This design comes from an exercise in tuning for small area on the open sky130 flow, not from production work. In this exercise RTL edits were held to simulation tests only and were not proved equivalent to the original. Power is estimated from default activity; no workload was simulated.

## flow/design.v (module list and top-level ports; edited modules follow where they fit)
// module crc7: 29 lines
// module crc16_2bit: 41 lines
// module sdio_data_phy: 266 lines
// module sdio_device_phy: 246 lines
// module sdio_card_control: 334 lines
// module sdio_data_control: 521 lines
// module sdio_cccr: 153 lines
// module sdio_cis: 29 lines
// module sdio_fbr: 82 lines
// module sdio_cia: 488 lines
// module sdio_device_stack: 417 lines
module sdio_device_stack (
  input                     sdio_clk,
  input                     sdio_clk_x2,
  input                     rst,
  output                    o_mem_en,
  output          [7:0]     o_func_enable,           
  input           [7:0]     i_func_ready,            
  output          [2:0]     o_func_abort_stb,
  input           [7:0]     i_func_exec_status,
  input           [7:0]     i_func_ready_for_data,
  output                    o_fbr1_csa_en,
  output          [3:0]     o_fbr1_pwr_mode,
  output          [15:0]    o_fbr1_block_size,
  output                    o_fbr2_csa_en,
  output          [3:0]     o_fbr2_pwr_mode,
  output          [15:0]    o_fbr2_block_size,
  output                    o_fbr3_csa_en,
  output          [3:0]     o_fbr3_pwr_mode,
  output          [15:0]    o_fbr3_block_size,
  output                    o_fbr4_csa_en,
  output          [3:0]     o_fbr4_pwr_mode,
  output          [15:0]    o_fbr4_block_size,
  output                    o_fbr5_csa_en,
  output          [3:0]     o_fbr5_pwr_mode,
  output          [15:0]    o_fbr5_block_size,
  output                    o_fbr6_csa_en,
  output          [3:0]     o_fbr6_pwr_mode,
  output          [15:0]    o_fbr6_block_size,
  output                    o_fbr7_csa_en,
  output          [3:0]     o_fbr7_pwr_mode,
  output          [15:0]    o_fbr7_block_size,
  output                    o_func1_wr_stb,
  output          [7:0]     o_func1_wr_data,
  // ...
==> flow/sdio_cis_rom.hex <==
20
04
00
01
00
00
21
02
0C
00
22
06
00
08
00
02
00
00
FF
21
02
0C
00
21
02
00
00
00
01
00
00
00
00
00
00
00
64
02
08
00
22
2A
01
08
00
02
FF
00
0A
0A
0A
0A
0A
0A
00
00
00
00
00
00
0A
0A
00
32
00
32
00
14
00
14
FF
FF
FF
FF
FF
FF
FF
00
00
00
==> flow/flow/run.sh <==
#!/bin/bash
# The standard ORFS layout (standard.sh, unchanged synthesis), with two
# layout settings changed:
#  - the port buffers that buffer_ports inserts on every input and output are
#    the smallest buffer cell instead of the default clkdlybuf4s50_1;
#  - clock-tree leaf clusters are larger (fewer leaf buffers) and no dummy
#    loads are added for balancing.
# The full make output goes to standard_flow.log in the work folder; ORFS
# keeps its per-step logs under orfs/logs.
set -euo pipefail
bash standard.sh \
  "BUFFER_PORTS_ARGS=-buffer_cell sky130_fd_sc_hd__buf_1" \
  "CTS_ARGS=-sink_clustering_enable -repair_clock_nets -sink_clustering_size 25 -sink_clustering_max_diameter 100 -dont_use_dummy_load" \
  finish > standard_flow.log 2>&1
==> flow/standard.sh <==
#!/bin/bash
# synth_recipe.tcl (not shown) runs the flow's synth.tcl, then flattens the netlist and writes it again
# the make line also repeats each setting of config.mk as NAME=value (left out here)
make -C /OpenROAD-flow-scripts/flow DESIGN_CONFIG=/design/flow/config.mk WORK_HOME=/design/flow/orfs CLKGATE_MAP_FILE= SYNTH_SCRIPT=/design/flow/synth_recipe.tcl "${@:-finish}"
==> flow/config.mk <==
export PLATFORM = sky130hd
export DESIGN_NAME = sdio_device_stack
export DESIGN_NICKNAME = sdio_device_stack
export VERILOG_FILES = /design/flow/design.v
export SDC_FILE = /design/flow/constraint.sdc
export NUM_CORES = 4
export LEC_CHECK = 0
export CAP_MARGIN = 20
export CORE_MARGIN = 2
export CORE_UTILIZATION = 60
export SLEW_MARGIN = 20
==> flow/constraint.sdc <==
create_clock -name core_clock -period 10.0 [get_ports {sdio_clk}]
set_input_delay 2.0000 -clock core_clock [delete_from_list [all_inputs] [get_ports {sdio_clk}]]
set_output_delay 2.0000 -clock core_clock [all_outputs]
set_load 0.01 [all_outputs]
==> results.toml, run 1 <==
[outcome]
status = "complete, no violations"

[logic_synthesis]
synth_compound_area_share_pct = 18.9
synth_top_family_by_area = "simple AND/OR/NAND/NOR gates"
yosys.area.top_type = "dfxtp_1"
synth_ff_type = "dfxtp_1"
netlist_area_um2 = 27300
ys_warn_count = 10
yosysMostFrequentCell = "nand2_1"
synth.top_cell.area_share_pct = 25.0

[clocking]
clock-sinks = 507
hold_buffers = 0
clockBufferDepth = 3
htree_levels = 1

[floorplanning]
die_w_um = 217
core-area_um2 = 45200
die_y_um = 217

[drt]
vias = 25182
drc = 0
drt-initial-drc-count = 3067
routedWlPerCell_um = 22.9

[timing]
fmax_mhz = 156
worst_pin_slew_ns = 1.14
min_period_ns = 6.43
hold_violations = 0
fin_crit_sh_pct = 64.3
tns_ns = 0

[cells_and_area]
nets = 3565
nMultiInputCombCells = 2434
clkbuf_count = 24
layout_common_cells = "nand2_1 (418), dfxtp_1 (341), nor2_1 (332)"
largest_reg_flops = 64
seq_area_share_pct = 40.8
mostFrequentLayoutCell = "nand2_1"

[setup_path]
crit_end = "o_func4_wr_data[3]"
crit_required_ns = 8.00

[global_route]
grtUsageMet3_pct = 6.29
grt_usage_pct = 37.0
use_met1_pct = 52.3

[worst_hold_path]
hold_end = "phy.data_phy.o_sdio_data_out[5]"

[pwr]
pg_seq_mw = 2.24
vdd_ir_drop_max_uv = 145
top_power_group = "registers"
power_frac_clock_pct = 29.4
pwr-share-seq_pct = 61.3
==> run 2, diff against run 1 <==
--- a/flow/flow/run.sh
+++ b/flow/flow/run.sh
@@ -12,3 +12,4 @@
   "BUFFER_PORTS_ARGS=-buffer_cell sky130_fd_sc_hd__buf_1" \
   "CTS_ARGS=-sink_clustering_enable -repair_clock_nets -sink_clustering_size 25 -sink_clustering_max_diameter 100 -dont_use_dummy_load" \
+  "SKIP_REPAIR_TIE_FANOUT=1" \
   finish > standard_flow.log 2>&1
==> results.toml, run 2 <==
[floorplanning]
ios = 422
start_util_pct = 60.5
die_w_um = 217
die_y_um = 217
dieArea_um2 = 47300
rows = 78
core-area_um2 = 45200

[setup_path]
crit_required_ns = 8.00
cp_max_fo = 57
crit_arrival_ns = 4.51
worstSetupStartpointType = "input pin"
reg2reg_depth = 12
r2r_slack_ns = 5.08
critPathCaptureType = "output pin"
crit_type = "input pin to output pin"

[worst_hold_path]
holdPathStages = 1
hold_path_class = "register to register"

[pwr]
power_mw = 3.69
p_leak_nw = 9.57
p_per_area_nw_per_um2 = 130
vdd_ir_drop_max_uv = 183

[logic_synthesis]
yosysMostFrequentCell = "nand2_1"
yosys.area_share.simple_pct = 21.7
synth_commonest_cells = "nand2_1 (420), dfxtp_1 (341), nor2_1 (335)"
synth_top_family_by_area = "simple AND/OR/NAND/NOR gates"
synth_compound_area_share_pct = 18.9
yosysUniqueCellTypes = 90
async_flop_share_pct = 0
ys_warn_count = 10
netlist_area_um2 = 27300
yosys.area.top_type = "dfxtp_1"
synth-seq-area-share_pct = 43.2
synthAdderAreaFrac_pct = 3.23
synthMuxAreaShare_pct = 2.71
avgSynthCellArea_um2 = 8.48
synth-edff-count = 166
synth_ff_type = "dfxtp_1"
synth-seq-cells = 507
synth_xor_area_share_pct = 2.85
yosys-top-cells-area = "dfxtp_1 (25%), edfxtp_1 (18%), nand2_1 (5.8%), nor2_1 (4.6%), o21ai_0 (3.9%)"
synth.top_cell.area_share_pct = 25.0
syn_inst = 3222

[timing]
setup_violations = 0
fmax_mhz = 154
fin_crit_sh_pct = 65.1
rsz0062_at_grt = "false"
min_period_ns = 6.51
tns_ns = 0
timing.slew.headroom_pct = 20.4
hold_violations = 0
slew_viol_final = 0
clock_skew_ns = 0.0527
worst_pin_slew_ns = 1.19

[cells_and_area]
instances_no_fill = 3841
layout_common_cells = "nand2_1 (419), dfxtp_1 (341), nor2_1 (333)"
antenna_cells = 0
drive_gt1_share_pct = 5.18
utilization_pct = 63.0
multi_input_area_um2 = 13600
mostFrequentLayoutCell = "nand2_1"
nets = 3438
regArea_um2 = 11800
syn_to_final_growth_pct = 4.23
top_register = "phy.data_phy.data_crc.crc.crc"
largest_reg_flops = 64
fill_cells = 3976
biggestRegsByFlops = "phy.data_phy.data_crc.crc.crc x64, phy.o_cmd_arg x32, data_bus_interconnect.o_address x18"
fin_area_um2 = 28500

[global_route]
antenna_found_initial = 2
grt_pass1_vias = 22844
grt.overflow.total = 0
grt_pass1_wl_um = 135000
grt_usage_pct = 36.9
grt_max_degree = 130

[clocking]
clk_pin_slew_ns = 0.10
htree_levels = 1
cts_tree = "done"
clockBufferDepth = 3
clock_latency_ns = 0.60
cts_buffers = 25
clock-sinks = 507
postCtsResizedCells = 0
post-cts-setup-buffers = 0
hold_buffers = 0
root_buffer = "clkbuf_16"

[drt]
dr.pass1.iters = 8
vias_per_cell = 6.49
vias = 24945
routedWlPerCell_um = 23.5
drt-initial-drc-count = 3321
wirelength_um = 90400
ant_nets = 0
drc = 0

[outcome]
status = "complete, no violations"

[placed_design]
place_inst = 3814
place_area_um2 = 27800
finalWeightedCongestion = 0.994
io_buffer_count = 290
hpwlAfterDp_um = 65000

[run]
drv_cap = 0
==> run 2: path summary, 6_finish.rpt <==
kind / endpoint / startpoint
max: o_func7_wr_data[7] / rst
min: phy.data_phy.o_sdio_data_out[1] / phy.data_phy.read_data[1]
max reg2reg: phy.data_phy.host_crc3[3] / card_controller.o_func_num[0]
min reg2reg: phy.data_phy.o_sdio_data_out[1] / phy.data_phy.read_data[1]
==> run 2: logic make-up (layout without fill, tap and decap cells) <==
kind of cell,count (synthesis),after routing
simple gates,1284,1284
compound gates,794,794
flops,507,507
buf+inv,409,428
xor+xnor,89,89
fa+ha+maj,70,70
mux,68,68
other cells,1,1
==> run 2: critical path, stage by stage <==
cell,delay (ns)
clkbuf_4,0.44
clkinv_2,0.96
nand4_1,0.80
nor2_1,0.11
buf_1,0.17
==> run 2: area by class of cell <==
| class | instances | area share (%) |
|---|---|---|
| well taps | 600 | 2.64 |
| repair buffers | 342 | 5.21 |
| inverters | 61 | 0.808 |
| flip-flops and latches | 507 | 41.5 |
| multi-input cells | 2306 | 47.7 |
| clock buffers | 25 | 2.20 |
==> run 2: layer usage <==
layer  vias to the layer above  share of wire (%)  GRT usage, %
met5                         -              0.030             0
met4                         4                5.4          17.4
met3                       249                8.7          5.33
met2                      1332                 46          60.5
met1                     11935                 39          48.2
li1                      11425                  -             -
==> run 2: report_power, final <==
part / internal (mW) / total, mW / switching [mW]
Clock: 0.447 / 1.10 / 0.654
Sequential: 2.15 / 2.24 / 0.0896
Combinational: 0.127 / 0.348 / 0.220
Total: 2.73 / 3.69 / 0.964
==> run 2: stage by stage <==
stage,hold slack (ns),setup WS [ns]
after floorplan,0.389,4.65
after global placement,0.394,3.64
after detailed placement,0.404,3.61
after CTS,0.427,3.61
after global routing,0.441,3.40
final,0.425,3.49
==> run 3, diff against run 2 <==
--- a/flow/flow/run.sh
+++ b/flow/flow/run.sh
@@ -5,5 +5,7 @@
 #    the smallest buffer cell instead of the default clkdlybuf4s50_1;
 #  - clock-tree leaf clusters are larger (fewer leaf buffers) and no dummy
-#    loads are added for balancing.
+#    loads are added for balancing;
+#  - tie cells are not split per load: the one constant driver synthesis
+#    makes drives all constant-0 outputs.
 # The full make output goes to standard_flow.log in the work folder; ORFS
 # keeps its per-step logs under orfs/logs.
==> results.toml, run 3 <==
[timing]
rsz0062_at_grt = "false"
fin_crit_sh_pct = 65.1
hold_violations = 0
min_period_ns = 6.51
tns_ns = 0
setup_violations = 0
fin_hold_ws_ns = 0.425
clock_skew_ns = 0.0527
fmax_mhz = 154
timing.slew.headroom_pct = 20.4
worst_slack_ns = 3.49
worst_pin_slew_ns = 1.19
slew_viol_final = 0

[drt]
wirelength_um = 90400
drt-initial-drc-count = 3321
vias_per_cell = 6.49
ant_nets = 0
dr.pass1.iters = 8
drc = 0
routedWlPerCell_um = 23.5
vias = 24945

[logic_synthesis]
synth-edff-count = 166
netlist_area_um2 = 27300
yosysUniqueCellTypes = 90
yosys-top-cells-area = "dfxtp_1 (25%), edfxtp_1 (18%), nand2_1 (5.8%), nor2_1 (4.6%), o21ai_0 (3.9%)"
yosys.area.top_type = "dfxtp_1"
avgSynthCellArea_um2 = 8.48
yosysMostFrequentCell = "nand2_1"
async_flop_share_pct = 0
synth.top_cell.area_share_pct = 25.0
synth_ff_type = "dfxtp_1"
synth_commonest_cells = "nand2_1 (420), dfxtp_1 (341), nor2_1 (335)"
ys_warn_count = 10
synth-seq-area-share_pct = 43.2
syn_inst = 3222
synth-seq-cells = 507

[placed_design]
hpwlAfterDp_um = 65000
place_inst = 3814
dp_slack_ns = 3.61
io_buffer_count = 290
finalWeightedCongestion = 0.994

[cells_and_area]
fill_cells = 3976
drive_gt1_share_pct = 5.18
syn_to_final_growth_pct = 4.23
layout_common_cells = "nand2_1 (419), dfxtp_1 (341), nor2_1 (333)"
regArea_um2 = 11800
largest_reg_flops = 64
biggestRegsByFlops = "phy.data_phy.data_crc.crc.crc x64, phy.o_cmd_arg x32, data_bus_interconnect.o_address x18"
mostFrequentLayoutCell = "nand2_1"
utilization_pct = 63.0
instances_no_fill = 3841
nets = 3438
antenna_cells = 0
top_register = "phy.data_phy.data_crc.crc.crc"
multi_input_area_um2 = 13600

[floorplanning]
rows = 78
start_util_pct = 60.5
dieArea_um2 = 47300
die_w_um = 217
ios = 422
core-area_um2 = 45200
die_y_um = 217

[pwr]
p_leak_nw = 9.57
p_sw_mw = 0.964
switching_share_pct = 26.1
combPwrFrac_pct = 9.4
vdd_ir_drop_max_uv = 183
power_frac_clock_pct = 29.8
pwr-share-seq_pct = 60.8
internal-power_mw = 2.73
p_per_area_nw_per_um2 = 130

[outcome]
status = "complete, no violations"

[clocking]
cts_buffers = 25
clock-sinks = 507
clockBufferDepth = 3
cts_tree = "done"
clk_pin_slew_ns = 0.10
post-cts-setup-buffers = 0
clock_latency_ns = 0.60
postCtsResizedCells = 0
root_buffer = "clkbuf_16"
htree_levels = 1
hold_buffers = 0

[worst_hold_path]
hold_path_class = "register to register"

[setup_path]
worstSetupStartpointType = "input pin"
crit_arrival_ns = 4.51
crit_required_ns = 8.00
cp_max_fo = 57
crit_type = "input pin to output pin"
critPathCaptureType = "output pin"

[global_route]
grt_pass1_vias = 22844
grt_pass1_wl_um = 135000
grt_usage_pct = 36.9
grt.overflow.total = 0
grt_max_degree = 130
antenna_found_initial = 2

[run]
drv_cap = 0
## run 3: cell counts in the layout (fill, tap and decap cells not counted)
No cell type changed its count.
## run 3: per-stage QoR
step	area [um^2]	total power [mW]
after CTS	28400	3.69
after floorplan	27300	2.56
after global placement	27800	2.61
after global routing	28500	3.81
final	28500	3.69
after detailed placement	27800	2.62
## run 3: critical path: stages
cell      delay (ns)
clkbuf_4        0.44
clkinv_2        0.96
nand4_1         0.80
nor2_1          0.11
buf_1           0.17
## run 3: power by group through the flow
stage	Clock (mW)	Sequential, mW	Combinational, mW
floorplan	0	2.23	0.334
global placement	0	2.29	0.325
detailed placement	0	2.29	0.337
CTS	1.11	2.24	0.340
global route	1.17	2.25	0.385
finish	1.10	2.24	0.348
## run 3: cell families (layout without fill, tap and decap cells)
kind of cell / after synthesis / in the layout / share of synthesized area, %
DFF: 507 / 507 / 43.2
adders and majority gates: 70 / 70 / 3.23
AOI/OAI and AO/OA: 794 / 794 / 18.9
muxes: 68 / 68 / 2.71
and+or+nand+nor: 1284 / 1284 / 21.7
buffers and inverters: 409 / 428 / 7.44
other: 1 / 1 / 0.0137
xor gates and xnor gates: 89 / 89 / 2.85
## run 3: final cells by class
type / instances / area share, %
multi-input cells: 2306 / 47.7
flip-flops and latches: 507 / 41.5
repair buffers: 342 / 5.21
well taps: 600 / 2.64
clock buffers: 25 / 2.20
inverters: 61 / 0.808
## run 3: routing by layer
layer | wire length, um | up-vias | GRT usage [%]
li1 | - | 11425 | -
met5 | 27 | - | 0
met3 | 7860 | 249 | 5.33
met4 | 4840 | 4 | 17.4
met1 | 35600 | 11935 | 48.2
met2 | 42000 | 1332 | 60.5
## run 3: final timing paths
check                                    endpoint  slack [ns]                          start  cells after the start
setup / recovery               o_func7_wr_data[7]        3.49                            rst                      5
hold / removal    phy.data_phy.o_sdio_data_out[1]        0.42      phy.data_phy.read_data[1]                      1
hold reg to reg   phy.data_phy.o_sdio_data_out[1]        0.42      phy.data_phy.read_data[1]                      1
setup reg to reg        phy.data_phy.host_crc3[3]        5.08  card_controller.o_func_num[0]                     12
==> run 4, diff against run 3 <==
--- a/flow/flow/run.sh
+++ b/flow/flow/run.sh
@@ -15,3 +15,4 @@
   "CTS_ARGS=-sink_clustering_enable -repair_clock_nets -sink_clustering_size 25 -sink_clustering_max_diameter 100 -dont_use_dummy_load" \
   "SKIP_REPAIR_TIE_FANOUT=1" \
+  "REMOVE_ABC_BUFFERS=1" \
   finish > standard_flow.log 2>&1
--- a/flow/config.mk
+++ b/flow/config.mk
@@ -9,3 +9,4 @@
 export CORE_MARGIN = 2
 export CORE_UTILIZATION = 60
+export GPL_TIMING_DRIVEN = 0
 export SLEW_MARGIN = 20
==> results.toml, run 4 <==
[drt]
wirelength_um = 86600
dr.pass1.iters = 7
vias = 24753
drc = 0
drt-initial-drc-count = 3374
ant_nets = 0
vias_per_cell = 6.46
routedWlPerCell_um = 22.6

[clocking]
clockBufferDepth = 3
hold_buffers = 0
root_buffer = "clkbuf_16"
clock-sinks = 507
htree_levels = 1
clk_pin_slew_ns = 0.09
cts_buffers = 24
cts_tree = "done"
post-cts-setup-buffers = 0
postCtsResizedCells = 0
clock_latency_ns = 0.59

[global_route]
grt.overflow.total = 0
use_met1_pct = 49.2
antenna_found_initial = 1
grt_pass1_vias = 22283
grt_pass1_wl_um = 131000
top_usage_layer = "met2"
grt_max_degree = 130
grt_usage_pct = 35.5
grtUsageMet3_pct = 4.42
grtUsageMet2_pct = 55.4

[setup_path]
worstSetupStartpointType = "input pin"
critPathCaptureType = "output pin"
crit_arrival_ns = 4.32
cp_max_fo = 87
crit_required_ns = 8.00
reg2reg_depth = 11
crit_type = "input pin to output pin"

[placed_design]
hpwlAfterDp_um = 64000
finalWeightedCongestion = 0.985
place_area_um2 = 28100
dp_slack_ns = 3.73
io_buffer_count = 290

[timing]
fin_crit_sh_pct = 63.2
min_period_ns = 6.32
slew_viol_final = 0
setup_violations = 0
timing.slew.headroom_pct = 17.6
hold_violations = 0
worst_pin_slew_ns = 1.24
clock_skew_ns = 0.0474
fmax_mhz = 158
rsz0062_at_grt = "false"
fin_hold_ws_ns = 0.421
worst_slack_ns = 3.68

[logic_synthesis]
ys_warn_count = 10
synth_ff_type = "dfxtp_1"
netlist_area_um2 = 27300
synth.top_cell.area_share_pct = 25.0
syn_inst = 3222
yosysUniqueCellTypes = 90
avgSynthCellArea_um2 = 8.48
async_flop_share_pct = 0
yosys-top-cells-area = "dfxtp_1 (25%), edfxtp_1 (18%), nand2_1 (5.8%), nor2_1 (4.6%), o21ai_0 (3.9%)"
yosysMostFrequentCell = "nand2_1"
synth-seq-cells = 507
yosys.area.top_type = "dfxtp_1"
synth_commonest_cells = "nand2_1 (420), dfxtp_1 (341), nor2_1 (335)"
synth-seq-area-share_pct = 43.2
synth-edff-count = 166

[cells_and_area]
multi_input_area_um2 = 13700
layout_common_cells = "nand2_1 (418), dfxtp_1 (335), nor2_1 (330)"
syn_to_final_growth_pct = 5.00
largest_reg_flops = 64
drive_gt1_share_pct = 5.61
regArea_um2 = 11800
biggestRegsByFlops = "phy.data_phy.data_crc.crc.crc x64, phy.o_cmd_arg x32, data_bus_interconnect.o_address x18"
fin_area_um2 = 28700
mostFrequentLayoutCell = "nand2_1"
nets = 3425
fill_cells = 3936
top_register = "phy.data_phy.data_crc.crc.crc"

[pwr]
p_per_area_nw_per_um2 = 128
p_leak_nw = 9.57
vdd_ir_drop_max_uv = 138

[outcome]
status = "complete, no violations"

[worst_hold_path]
holdPathStages = 1
hold_path_class = "register to register"

[floorplanning]
ios = 422
die_w_um = 217
rows = 78
die_y_um = 217
core-area_um2 = 45200
dieArea_um2 = 47300
start_util_pct = 60.5

[run]
drv_cap = 0
## run 4: cell counts after synthesis
Identical to the previous run, type by type.
## run 4: layout make-up
| type | instances | area share, % |
|---|---|---|
| multi-input cells | 2306 | 47.6 |
| flip-flops and latches | 507 | 41.2 |
| repair buffers | 330 | 5.68 |
| well taps | 600 | 2.62 |
| clock buffers | 24 | 2.09 |
| inverters | 61 | 0.815 |
| diodes | 1 | 0.00872 |
## run 4: kinds of logic after synthesis
family	after synthesis	share of synthesized area (%)
AO/OA/AOI/OAI	794	18.9
XOR/XNOR	89	2.85
adder cells (fa/ha/maj)	70	3.23
buffers and inverters	409	7.44
flip-flops	507	43.2
multiplexers	68	2.71
other	1	0.0137
AND/OR/NAND/NOR	1284	21.7
## run 4: path summary, 6_finish.rpt
check                                     startpoint                              end  slack [ns]
setup reg to reg  data_bus_interconnect.o_address[5]        phy.data_phy.read_data[6]        4.79
hold / removal             phy.data_phy.read_data[1]  phy.data_phy.o_sdio_data_out[1]        0.42
hold reg to reg            phy.data_phy.read_data[1]  phy.data_phy.o_sdio_data_out[1]        0.42
setup / recovery                                 rst                 o_func7_activate        3.68
## run 4: stage by stage
| step | power (mW) | cells | TNS [ns] | util, % |
|---|---|---|---|---|
| finish | 3.66 | 3829 | 0 | 63.5 |
| global route | 3.78 | 3829 | 0 | 63.5 |
| CTS | 3.66 | 3828 | 0 | 63.5 |
| detailed placement | 2.62 | 3804 | 0 | 62.2 |
| global placement | 2.61 | 3764 | -766.81 | 60.6 |
| floorplan | 2.50 | 2874 | 0 | - |
## run 4: layer usage
| metal | wire length [um] | up-vias |
|---|---|---|
| li1 | - | 11389 |
| met1 | 35800 | 11856 |
| met2 | 38400 | 1288 |
| met3 | 7640 | 220 |
| met4 | 4760 | 0 |
| met5 | 0 | - |
## run 4: power breakdown
group          total, mW  leakage (nW)  internal, mW  switching, mW
Sequential          2.25          4.24          2.15         0.0922
Clock               1.07         0.296         0.431          0.643
Combinational      0.340          5.03         0.130          0.210
Total               3.66          9.57          2.71          0.944
## run 4: worst max-delay path: stages
cell and delay (ns):
buf_2 0.23, buf_16 0.23, clkinv_4 0.21, buf_16 0.31
nand4_1 0.74, nor2_1 0.31, buf_1 0.17
==> run 5, diff against run 4 <==
--- a/flow/config.mk
+++ b/flow/config.mk
@@ -9,4 +9,5 @@
 export CORE_MARGIN = 2
 export CORE_UTILIZATION = 60
+export GPL_ROUTABILITY_DRIVEN = 0
 export GPL_TIMING_DRIVEN = 0
 export SLEW_MARGIN = 20
==> results.toml, run 5 <==
[setup_path]
crit_type = "input pin to output pin"
crit_required_ns = 8.00
worstSetupStartpointType = "input pin"
crit_arrival_ns = 4.53
cp_max_fo = 57
critPathCaptureType = "output pin"

[timing]
setup_violations = 0
tns_ns = 0
fin_crit_sh_pct = 65.3
fmax_mhz = 153
worst_pin_slew_ns = 1.15
slew_viol_final = 0
timing.slew.headroom_pct = 22.9
rsz0062_at_grt = "false"
min_period_ns = 6.53
clock_skew_ns = 0.0907
hold_violations = 0

[clocking]
postCtsResizedCells = 0
hold_buffers = 0
clock_latency_ns = 0.61
cts_tree = "done"
clk_pin_slew_ns = 0.09
root_buffer = "clkbuf_16"
htree_levels = 1
post-cts-setup-buffers = 0
cts_buffers = 24
clock-sinks = 507
clockBufferDepth = 3

[floorplanning]
rows = 78
die_y_um = 217
ios = 422
dieArea_um2 = 47300
core-area_um2 = 45200
die_w_um = 217
start_util_pct = 60.5

[cells_and_area]
mostFrequentLayoutCell = "nand2_1"
top_register = "phy.data_phy.data_crc.crc.crc"
drive_gt1_share_pct = 5.67
nets = 3426
regArea_um2 = 11800
largest_reg_flops = 64
multi_input_area_um2 = 13700
layout_common_cells = "nand2_1 (417), dfxtp_1 (335), nor2_1 (331)"
fill_cells = 3961
syn_to_final_growth_pct = 4.97
biggestRegsByFlops = "phy.data_phy.data_crc.crc.crc x64, phy.o_cmd_arg x32, data_bus_interconnect.o_address x18"

[logic_synthesis]
avgSynthCellArea_um2 = 8.48
yosysUniqueCellTypes = 90
ys_warn_count = 10
netlist_area_um2 = 27300
synth-seq-area-share_pct = 43.2
yosysMostFrequentCell = "nand2_1"
syn_inst = 3222
synth-edff-count = 166
yosys-top-cells-area = "dfxtp_1 (25%), edfxtp_1 (18%), nand2_1 (5.8%), nor2_1 (4.6%), o21ai_0 (3.9%)"
synth.top_cell.area_share_pct = 25.0
synth_commonest_cells = "nand2_1 (420), dfxtp_1 (341), nor2_1 (335)"
yosys.area.top_type = "dfxtp_1"
async_flop_share_pct = 0
synth_ff_type = "dfxtp_1"
synth-seq-cells = 507

[drt]
ant_nets = 0
vias_per_cell = 6.46
wirelength_um = 85800
routedWlPerCell_um = 22.4
drt-initial-drc-count = 3390
dr.pass1.iters = 7
vias = 24771
drc = 0

[global_route]
grt_pass1_vias = 22781
grt_usage_pct = 35.2
antenna_found_initial = 4
grt_max_degree = 130
grt.overflow.total = 0
grt_pass1_wl_um = 131000

[placed_design]
hpwlAfterDp_um = 63200
io_buffer_count = 290

[pwr]
p_per_area_nw_per_um2 = 127
p_leak_nw = 9.57
vdd_ir_drop_max_uv = 118
power_mw = 3.66

[run]
drv_cap = 0

[worst_hold_path]
hold_path_class = "register to register"

[outcome]
status = "complete, no violations"
==> run 5: cell types whose count changed in the layout (fill, tap and decap cells not counted), sizes merged <==
cell / previous run / this run
diode: 1 / 3
buf: 330 / 331
==> run 5: worst max-delay path, cell delays in order <==
cell      delay (ns)
buf_2           0.63
clkinv_4        0.65
buf_12          0.39
nand4_1         0.54
nor2_1          0.12
buf_1           0.16
==> run 5: kinds of logic after synthesis <==
logic type	after synthesis	synth area share (%)
AND/OR/NAND/NOR	1284	21.7
AO/OA/AOI/OAI	794	18.9
flip-flops	507	43.2
buffers and inverters	409	7.44
XOR/XNOR	89	2.85
adder cells (fa/ha/maj)	70	3.23
multiplexers	68	2.71
other	1	0.0137
==> run 5: power by group <==
part           switching [mW]  leakage [nW]  total, mW  internal, mW
clock                   0.641         0.296       1.07         0.431
sequential             0.0914          4.24       2.24          2.15
combinational           0.209          5.03      0.339         0.130
==> run 5: metal layers <==
layer  wire (um)  up-vias  track usage [%]
met5          22        -                0
met4        4900        4             17.4
met3        7740      270             4.78
met2       37600     1375             54.7
met1       35400    11714             48.6
li1            -    11408                -
==> run 5: path summary, 6_finish.rpt <==
check / endpoint / start / slack [ns] / cells after the start
max: o_func7_activate / rst / 3.47 / 6
min: phy.data_phy.o_sdio_data_out[6] / phy.data_phy.read_data[6] / 0.42 / 1
max reg2reg: phy.data_phy.host_crc3[7] / card_controller.o_func_num[2] / 4.94 / 10
min reg2reg: phy.data_phy.o_sdio_data_out[6] / phy.data_phy.read_data[6] / 0.42 / 1
==> run 5: cell type report <==
cell class                 count  share of cell area, %
multi-input combinational   2306                   47.6
timing repair buffer         331                   5.61
antenna                        3                 0.0262
tap                          600                   2.62
inverter                      61                  0.816
clock buffer                  24                   2.09
sequential                   507                   41.2
==> run 5: metrics by stage <==
step / instances / hold slack (ns) / setup slack (ns) / util, % / instance area, um^2
5_1_grt: 3831 / 0.430 / 3.42 / 63.5 / 28700
3_5_place_dp: 3804 / 0.394 / 3.53 / 62.1 / 28100
4_1_cts: 3828 / 0.424 / 3.52 / 63.4 / 28700
2_1_floorplan: 2874 / 0.389 / 3.60 / - / 25500
6_report: 3832 / 0.421 / 3.47 / 63.5 / 28700
3_3_place_gp: 3764 / 0.397 / -4.43 / 60.6 / 27400
==> run 6, diff against run 5 <==
--- a/flow/flow/run.sh
+++ b/flow/flow/run.sh
@@ -15,4 +15,3 @@
   "CTS_ARGS=-sink_clustering_enable -repair_clock_nets -sink_clustering_size 25 -sink_clustering_max_diameter 100 -dont_use_dummy_load" \
   "SKIP_REPAIR_TIE_FANOUT=1" \
-  "REMOVE_ABC_BUFFERS=1" \
   finish > standard_flow.log 2>&1
--- a/flow/config.mk
+++ b/flow/config.mk
@@ -8,6 +8,4 @@
 export CAP_MARGIN = 20
 export CORE_MARGIN = 2
-export CORE_UTILIZATION = 60
-export GPL_ROUTABILITY_DRIVEN = 0
-export GPL_TIMING_DRIVEN = 0
+export CORE_UTILIZATION = 65
 export SLEW_MARGIN = 20
==> results.toml, run 6 <==
[drt]
wirelength_um = 88200
drt-initial-drc-count = 3368
vias_per_cell = 6.65
vias = 25139
dr.pass1.iters = 6
ant_nets = 0
routedWlPerCell_um = 23.3
drc = 0

[logic_synthesis]
synth-edff-count = 166
synth-seq-cells = 507
synth_ff_type = "dfxtp_1"
syn_inst = 3222
synth_commonest_cells = "nand2_1 (420), dfxtp_1 (341), nor2_1 (335)"
async_flop_share_pct = 0
synth-seq-area-share_pct = 43.2
yosysUniqueCellTypes = 90
avgSynthCellArea_um2 = 8.48
netlist_area_um2 = 27300
yosys-top-cells-area = "dfxtp_1 (25%), edfxtp_1 (18%), nand2_1 (5.8%), nor2_1 (4.6%), o21ai_0 (3.9%)"
yosys.area.top_type = "dfxtp_1"
synth.top_cell.area_share_pct = 25.0
ys_warn_count = 10
yosysMostFrequentCell = "nand2_1"

[clocking]
clockBufferDepth = 3
clock-sinks = 507
cts_buffers = 24
cts_tree = "done"
hold_buffers = 0
clk_pin_slew_ns = 0.09
postCtsResizedCells = 0
clock_latency_ns = 0.59
post-cts-setup-buffers = 0
htree_levels = 1
root_buffer = "clkbuf_16"

[pwr]
p_leak_nw = 9.54
p_per_area_nw_per_um2 = 129
p_sw_mw = 0.947
pwr-share-seq_pct = 61.3
switching_share_pct = 25.9
power_frac_clock_pct = 29.2
internal-power_mw = 2.71
vdd_ir_drop_max_uv = 153
combPwrFrac_pct = 9.5
power_mw = 3.66

[setup_path]
r2r_slack_ns = 4.98
crit_arrival_ns = 3.80
crit_type = "input pin to output pin"
critPathCaptureType = "output pin"
reg2reg_depth = 12
worstSetupStartpointType = "input pin"
cp_max_fo = 44
crit_required_ns = 8.00

[cells_and_area]
fin_area_um2 = 28400
nets = 3436
largest_reg_flops = 64
fill_cells = 3445
mostFrequentLayoutCell = "nand2_1"
antenna_cells = 0
syn_to_final_growth_pct = 3.79
utilization_pct = 67.9
top_register = "phy.data_phy.data_crc.crc.crc"
biggestRegsByFlops = "phy.data_phy.data_crc.crc.crc x64, phy.o_cmd_arg x32, data_bus_interconnect.o_address x18"
layout_common_cells = "nand2_1 (419), dfxtp_1 (341), nor2_1 (333)"
instances_no_fill = 3778
drive_gt1_share_pct = 5.16

[run]
drv_cap = 0

[floorplanning]
core-area_um2 = 41800
rows = 75
dieArea_um2 = 43700
die_w_um = 209
die_y_um = 209
start_util_pct = 65.4
ios = 422

[global_route]
grt_max_degree = 130
grt_usage_pct = 38.9
antenna_found_initial = 2
grt_pass1_vias = 22613
grt_pass1_wl_um = 132000
grt.overflow.total = 0

[timing]
fin_crit_sh_pct = 58.0
timing.slew.headroom_pct = 15.2
worst_pin_slew_ns = 1.27
fin_hold_ws_ns = 0.417
hold_violations = 0
setup_violations = 0
clock_skew_ns = 0.0371
fmax_mhz = 172
worst_slack_ns = 4.20
slew_viol_final = 0
min_period_ns = 5.80
rsz0062_at_grt = "false"
tns_ns = 0

[placed_design]
hpwlAfterDp_um = 64100
place_area_um2 = 27700
dp_slack_ns = 4.31
io_buffer_count = 290
finalWeightedCongestion = 1.01
place_inst = 3753

[outcome]
status = "complete, no violations"

[worst_hold_path]
hold_path_class = "register to register"
holdPathStages = 1
## run 6: cell types whose count changed in the layout (fill, tap and decap cells not counted), sizes merged
| cell | previous run | this run |
|---|---|---|
| clkbuf | 24 | 26 |
| diode | 3 | 0 |
| buf | 331 | 339 |
## run 6: power groups by stage
| stage | Clock, mW | Combinational, mW | Sequential [mW] |
|---|---|---|---|
| floorplan | 0 | 0.334 | 2.23 |
| global placement | 0 | 0.326 | 2.28 |
| detailed placement | 0 | 0.336 | 2.29 |
| CTS | 1.07 | 0.338 | 2.24 |
| global route | 1.13 | 0.382 | 2.25 |
| finish | 1.07 | 0.347 | 2.24 |
## run 6: cells by family after synthesis
kind of cell	share of synthesized area [%]
simple gates	21.7
compound gates	18.9
flops	43.2
buf+inv	7.44
xor+xnor	2.85
fa+ha+maj	3.23
mux	2.71
other cells	0.0137
## run 6: final timing paths
kind / to / start
max: o_func7_wr_stb / rst
min: phy.data_phy.o_sdio_data_out[0] / phy.data_phy.read_data[0]
max reg2reg: phy.data_phy.read_data[6] / data_bus_interconnect.o_address[0]
min reg2reg: phy.data_phy.o_sdio_data_out[0] / phy.data_phy.read_data[0]
## run 6: metal layers
layer	track usage, %	routed length [um]	part of all wire, %
met1	51.1	33500	38
met2	63.1	40900	46
met3	6.00	8810	10
met4	18.7	4950	5.6
met5	0	23	0.026
## run 6: layout make-up
cell class	count	area [um^2]	area share, %
multi-input combinational	2306	13600	47.9
tap	539	674	2.38
clock buffer	24	601	2.12
inverter	61	230	0.812
sequential	507	11800	41.6
timing repair buffer	341	1470	5.19
## run 6: worst max-delay path: stages
cell and delay (ns):
clkbuf_4 0.24, clkinv_2 0.07, buf_4 0.46, nand4_1 0.59
nor2_1 0.27, buf_1 0.17
==> run 7, diff against run 6 <==
==> flow/flow/run.sh (replaced) <==
#!/bin/bash
# The standard ORFS layout (standard.sh, unchanged synthesis), with two
# layout settings changed:
#  - the port buffers that buffer_ports inserts on every input and output are
#    the smallest buffer cell instead of the default clkdlybuf4s50_1;
#  - clock-tree leaf clusters are larger (fewer leaf buffers) and no dummy
#    loads are added for balancing.
# The full make output goes to standard_flow.log in the work folder; ORFS
# keeps its per-step logs under orfs/logs.
set -euo pipefail
bash standard.sh \
  "BUFFER_PORTS_ARGS=-buffer_cell sky130_fd_sc_hd__buf_1" \
  "CTS_ARGS=-sink_clustering_enable -repair_clock_nets -sink_clustering_size 12 -sink_clustering_max_diameter 60 -buf_list {sky130_fd_sc_hd__clkbuf_4 sky130_fd_sc_hd__clkbuf_8} -dont_use_dummy_load" \
  finish > standard_flow.log 2>&1
--- a/flow/config.mk
+++ b/flow/config.mk
@@ -8,4 +8,4 @@
 export CAP_MARGIN = 20
 export CORE_MARGIN = 2
-export CORE_UTILIZATION = 65
+export CORE_UTILIZATION = 60
 export SLEW_MARGIN = 20
==> results.toml, run 7 <==
[outcome]
status = "complete, no violations"

[timing]
fin_crit_sh_pct = 64.6
slew_viol_final = 0
rsz0062_at_grt = "false"
setup_violations = 0
worst_pin_slew_ns = 1.09
timing.slew.headroom_pct = 27.3
fmax_mhz = 155
tns_ns = 0
clock_skew_ns = 0.0741
hold_violations = 0
min_period_ns = 6.46

[setup_path]
cp.buffers_inverters = 4
slowest_stage = "clkinv_2"
crit_arrival_ns = 4.46
crit_type = "input pin to output pin"
worstSetupStartpointType = "input pin"
critPathCaptureType = "output pin"
r2r_end = "phy.data_phy.host_crc0[6]"
r2r_slack_ns = 5.33
reg2reg_depth = 12
cp_slowest_stage_delay_ns = 0.65
cp_max_fo = 53
cpLargestDelayFamily = "buffers and inverters"
r2r_start = "card_controller.o_func_num[1]"
path_cells = "clkbuf_4, clkinv_2, buf_4, nand2_1, nor2_1, buf_1"
crit_required_ns = 8.00

[worst_hold_path]
hp-start = "phy.o_cmd_arg[16]"
holdPathStages = 0
hold_end = "phy.o_cmd_arg[17]"
hold_path_class = "register to register"

[clocking]
hold_buffers = 0
clock_latency_ns = 0.68
htree_levels = 2
postCtsResizedCells = 0
root_buffer = "clkbuf_8"
cts_buffers = 52
clockBufferDepth = 3
clk_pin_slew_ns = 0.09
clock-sinks = 507
cts_tree = "done"
post-cts-setup-buffers = 0

[drt]
drt-initial-drc-count = 3146
routedWlPerCell_um = 22.8
dr.pass1.iters = 7
ant_nets = 0
wirelength_um = 91300
vias_per_cell = 6.33
drc = 0
vias = 25319

[logic_synthesis]
synth_ff_type = "dfxtp_1"
yosysMostFrequentCell = "nand2_1"
ys_warn_count = 10
synth_commonest_cells = "nand2_1 (420), dfxtp_1 (341), nor2_1 (335)"
yosys.area.top_type = "dfxtp_1"
synth-seq-cells = 507
yosys-top-cells-area = "dfxtp_1 (25%), edfxtp_1 (18%), nand2_1 (5.8%), nor2_1 (4.6%), o21ai_0 (3.9%)"
syn_inst = 3222
synth-edff-count = 166
synth-seq-area-share_pct = 43.2
netlist_area_um2 = 27300
avgSynthCellArea_um2 = 8.48
synth.top_cell.area_share_pct = 25.0
yosysUniqueCellTypes = 90
async_flop_share_pct = 0

[placed_design]
place_area_um2 = 28300
io_buffer_count = 290
hpwlAfterDp_um = 66600
finalWeightedCongestion = 0.993

[cells_and_area]
layout_common_cells = "nand2_1 (418), dfxtp_1 (341), nor2_1 (332)"
syn_to_final_growth_pct = 6.26
nets = 3593
top_register = "phy.data_phy.data_crc.crc.crc"
biggestRegsByFlops = "phy.data_phy.data_crc.crc.crc x64, phy.o_cmd_arg x32, data_bus_interconnect.o_address x18"
drive_gt1_share_pct = 5.80
utilization_pct = 64.3
largest_reg_flops = 64
fin_area_um2 = 29000
mostFrequentLayoutCell = "nand2_1"

[pwr]
p_per_area_nw_per_um2 = 129
vdd_ir_drop_max_uv = 98.8
power_mw = 3.73
p_leak_nw = 10.0

[global_route]
grt_usage_pct = 37.5
grt_max_degree = 65
grt.overflow.total = 0
grt_pass1_vias = 22898
grt_pass1_wl_um = 136000
antenna_found_initial = 4

[floorplanning]
die_w_um = 217
start_util_pct = 60.5
dieArea_um2 = 47300
core-area_um2 = 45200
die_y_um = 217
rows = 78
ios = 422

[run]
drv_cap = 0
==> run 7: per-layer routing <==
| metal | GRT usage (%) | share of wire, % |
|---|---|---|
| met1 | 52.2 | 41 |
| met2 | 55.8 | 43 |
| met3 | 7.43 | 11 |
| met4 | 18.9 | 5.1 |
| met5 | 0 | 0.0077 |
==> run 7: worst max path at each step <==
stage,startpoint,to,slack [ns],depth (start not counted)
after floorplan,rst,phy.data_phy.data_count[0],4.65,5
after global placement,rst,o_func4_wr_data[7],3.65,6
after detailed placement,rst,o_func4_wr_data[2],3.62,6
final,rst,o_func4_wr_stb,3.54,6
after global routing,rst,o_func4_wr_data[3],3.45,6
after CTS,rst,o_func4_wr_data[2],3.62,6
==> run 7: final cells by class <==
class	instances	area, um^2
Tap cell	600	751
Timing Repair Buffer	342	1480
Fill cell	3906	16100
Clock buffer	52	716
Sequential cell	507	11800
Inverter	61	230
Multi-Input combinational cell	2434	14000
Antenna cell	1	2.50
==> run 7: where the power goes <==
part           internal [mW]  switching [mW]  total (mW)
Sequential              2.15          0.0886        2.24
Clock                  0.461           0.690        1.15
Combinational          0.127           0.213       0.341
Total                   2.74           0.992        3.73
==> run 7: through the flow <==
step                      setup slack, ns  std cells  hold slack, ns
after floorplan                      4.65       3350           0.389
after global placement               3.65       3936           0.414
after detailed placement             3.62       3939           0.422
after CTS                            3.62       3991           0.428
after global routing                 3.45       3996           0.453
final                                3.54       3997           0.444
==> run 7: logic make-up (layout without fill, tap and decap cells) <==
group,Yosys count,count (layout),share of synthesized area (%)
AOI/OAI and AO/OA,794,794,18.9
xor gates and xnor gates,89,89,2.85
adders and majority gates,70,70,3.23
buffers and inverters,409,455,7.44
DFF,507,507,43.2
muxes,68,68,2.71
other,1,130,0.0137
and+or+nand+nor,1284,1284,21.7
==> run 7: worst reg2reg max path: stages (launching register included) <==
cell and delay (ns):
dfxtp_1 0.63, buf_4 0.39, nand2b_1 0.31, nor2_2 0.39, buf_4 0.34, a22o_1 0.21, a21oi_1 0.07, a221o_1 0.47
or2_2 0.38, nor2_1 0.10, o21ai_0 0.10, nand2_2 0.10, buf_4 0.68
==> run 8, diff against run 7 <==
==> flow/run.sh (new file) <==
#!/bin/bash
# synth_recipe.tcl (not shown) runs the flow's synth.tcl, then flattens the netlist and writes it again
# the make line also repeats each setting of config.mk as NAME=value (left out here)
make -C /OpenROAD-flow-scripts/flow DESIGN_CONFIG=/design/flow/config.mk WORK_HOME=/design/flow/orfs CLKGATE_MAP_FILE= SYNTH_SCRIPT=/design/flow/synth_recipe.tcl finish
removed: flow/flow/run.sh
removed: flow/standard.sh
==> results.toml, run 8 <==
[logic_synthesis]
netlist_area_um2 = 27300
async_flop_share_pct = 0
syn_inst = 3222
synth_commonest_cells = "nand2_1 (420), dfxtp_1 (341), nor2_1 (335)"
yosysMostFrequentCell = "nand2_1"
synth-seq-cells = 507
ys_warn_count = 10
synth.top_cell.area_share_pct = 25.0
yosys.area.top_type = "dfxtp_1"
synth-edff-count = 166
yosys-top-cells-area = "dfxtp_1 (25%), edfxtp_1 (18%), nand2_1 (5.8%), nor2_1 (4.6%), o21ai_0 (3.9%)"
yosysUniqueCellTypes = 90
synth-seq-area-share_pct = 43.2
synth_ff_type = "dfxtp_1"
avgSynthCellArea_um2 = 8.48

[cells_and_area]
instances_no_fill = 4035
multi_input_area_um2 = 14100
fin_area_um2 = 31800
antenna_cells = 0
mostFrequentLayoutCell = "nand2_1"
largest_reg_flops = 64
fill_cells = 3521
layout_common_cells = "nand2_1 (417), dfxtp_1 (341), nor2_1 (331)"
regArea_um2 = 11800
nets = 3588
top_register = "phy.data_phy.data_crc.crc.crc"
biggestRegsByFlops = "phy.data_phy.data_crc.crc.crc x64, phy.o_cmd_arg x32, data_bus_interconnect.o_address x18"
utilization_pct = 70.4
syn_to_final_growth_pct = 16.5
drive_gt1_share_pct = 6.52

[pwr]
p_leak_nw = 11.2
p_per_area_nw_per_um2 = 145
power_frac_clock_pct = 43.2
pwr-share-seq_pct = 48.6
vdd_ir_drop_max_uv = 124
power_mw = 4.62
switching_share_pct = 25.0
internal-power_mw = 3.47
p_sw_mw = 1.15
combPwrFrac_pct = 8.2

[drt]
dr.pass1.iters = 7
ant_nets = 0
routedWlPerCell_um = 23.4
vias_per_cell = 6.42
wirelength_um = 94200
vias = 25895
drt-initial-drc-count = 3975
drc = 0

[setup_path]
crit_type = "input pin to output pin"
slowest_stage = "nand2_1"
path_cells = "buf_4, clkinv_2, nand2_1, nor2_1, clkdlybuf4s50_1"
reg2reg_depth = 12
cp_max_fo = 36
r2r_end = "cia.cccr.o_f0_block_size[10]"
crit_arrival_ns = 4.33
critPathCaptureType = "output pin"
r2r_slack_ns = 5.19
worstSetupStartpointType = "input pin"
cp_slowest_stage_delay_ns = 0.77
crit_required_ns = 8.00
r2r_start = "data_bus_interconnect.o_address[0]"

[timing]
rsz0062_at_grt = "false"
tns_ns = 0
min_period_ns = 6.33
worst_slack_ns = 3.67
timing.slew.headroom_pct = 22.5
hold_violations = 0
fin_crit_sh_pct = 63.3
clock_skew_ns = 0.0214
slew_viol_final = 0
worst_pin_slew_ns = 1.16
fin_hold_ws_ns = 0.437
setup_violations = 0
fmax_mhz = 158

[floorplanning]
rows = 78
start_util_pct = 60.5
die_y_um = 217
die_w_um = 217
ios = 422
dieArea_um2 = 47300
core-area_um2 = 45200

[placed_design]
hpwlAfterDp_um = 67100
finalWeightedCongestion = 1.01
dp_slack_ns = 3.72
place_area_um2 = 30100
io_buffer_count = 290
place_inst = 3936

[global_route]
grt_max_degree = 72
grtUsageMet3_pct = 9.65
grt.overflow.total = 0
use_met1_pct = 51.4
grtUsageMet2_pct = 59.0
grt_pass1_wl_um = 139000
grt_pass1_vias = 23597
antenna_found_initial = 0
top_usage_layer = "met2"
grt_usage_pct = 38.4

[clocking]
htree_levels = 2
clock-sinks = 507
hold_buffers = 0
post-cts-setup-buffers = 0
clock_latency_ns = 0.61
root_buffer = "clkbuf_16"
cts_buffers = 51
clk_pin_slew_ns = 0.06
clockBufferDepth = 3
postCtsResizedCells = 0
cts_tree = "done"

[run]
drv_cap = 0

[worst_hold_path]
holdPathStages = 1
hold_end = "phy.data_phy.o_sdio_data_out[5]"
hold_path_class = "register to register"
hp-start = "phy.data_phy.read_data[5]"

[outcome]
status = "complete, no violations"
## run 8: cells by family after synthesis
kind of cell    share of synthesized area, %
flops                                   43.2
simple gates                            21.7
other cells                           0.0137
xor+xnor                                2.85
mux                                     2.71
compound gates                          18.9
buf+inv                                 7.44
fa+ha+maj                               3.23
## run 8: cell type report
cell class / count / area share, %
Inverter: 61 / 0.723
Sequential cell: 507 / 37.1
Tap cell: 600 / 2.36
Multi-Input combinational cell: 2434 / 44.2
Timing Repair Buffer: 338 / 10.2
Clock inverter: 34 / 1.16
Clock buffer: 61 / 4.25
## run 8: worst max-delay path by stage
stage                            endpoint  cells past startpoint  slack (ns)             from
2_1_floorplan  phy.data_phy.data_count[0]                      5        4.65              rst
3_3_place_gp           o_func5_wr_data[3]                      4        3.77  i_sd_data_in[3]
3_5_place_dp             o_mem_wr_data[3]                      4        3.72  i_sd_data_in[3]
4_1_cts                  o_mem_wr_data[3]                      4        3.70  i_sd_data_in[3]
5_1_grt                o_func7_wr_data[5]                      5        3.62              rst
6_report               o_func4_wr_data[7]                      5        3.67              rst
## run 8: power by group through the flow
| stage | Sequential [mW] | Clock [mW] | Combinational (mW) |
|---|---|---|---|
| floorplan | 2.23 | 0 | 0.334 |
| global placement | 2.29 | 0 | 0.356 |
| detailed placement | 2.29 | 0 | 0.369 |
| CTS | 2.24 | 2.00 | 0.372 |
| global route | 2.26 | 2.08 | 0.413 |
| finish | 2.25 | 2.00 | 0.377 |
## run 8: critical path, delay by kind of cell
family | cells | cell delay, ns
simple gates | 2 | 0.87
buf+inv | 3 | 1.44
## run 8: per-layer routing
| layer | vias up | share of wire [%] |
|---|---|---|
| met5 | - | 0 |
| met2 | 1666 | 44 |
| met3 | 227 | 13 |
| li1 | 11654 | - |
| met1 | 12348 | 39 |
| met4 | 0 | 4.3 |

[what the ideal ports hide]
In the flow no input, the clock included, has a driving cell. The finished layouts below were timed again as built, in two steps.
Step 1: set_driving_cell puts a clkbuf_16 on sdio_clk and a buf_2 on each other input, an assumption about the parent block.
Step 2 also shifts input and output timing later by t, the mid clock arrival at the registers, as if the neighbouring blocks saw the same clock.
a / b / c = ideal / step 1 / step 2; a / b = the first two.
run	shift t [ns]	setup slack, ns	worst setup path at the end	latest minus earliest clock arrival (ns)	worst data-port slew with drivers (ns)
run 1	0.630	3.572 / 3.548 / 3.548	input to output	0.068 / 0.068	0.07
run 2	0.633	3.487 / 3.443 / 3.443	input to output	0.052 / 0.053	0.07
run 3	0.633	3.487 / 3.443 / 3.443	input to output	0.052 / 0.053	0.07
run 4	0.622	3.684 / 3.661 / 3.661	input to output	0.047 / 0.048	0.10
run 5	0.619	3.470 / 3.441 / 3.441	input to output	0.091 / 0.091	0.09
run 6	0.628	4.195 / 4.147 / 4.147	input to output	0.038 / 0.038	0.07
run 7	0.701	3.538 / 3.514 / 3.514	input to output	0.077 / 0.076	0.07
run 8	0.656	3.669 / 3.632 / 3.632	input to output	0.022 / 0.022	0.08
After both steps setup and hold are still met in every run listed. The setup slack of run 6, which loses most, moves by -0.048 ns with the drivers and by -0.048 ns with both steps.
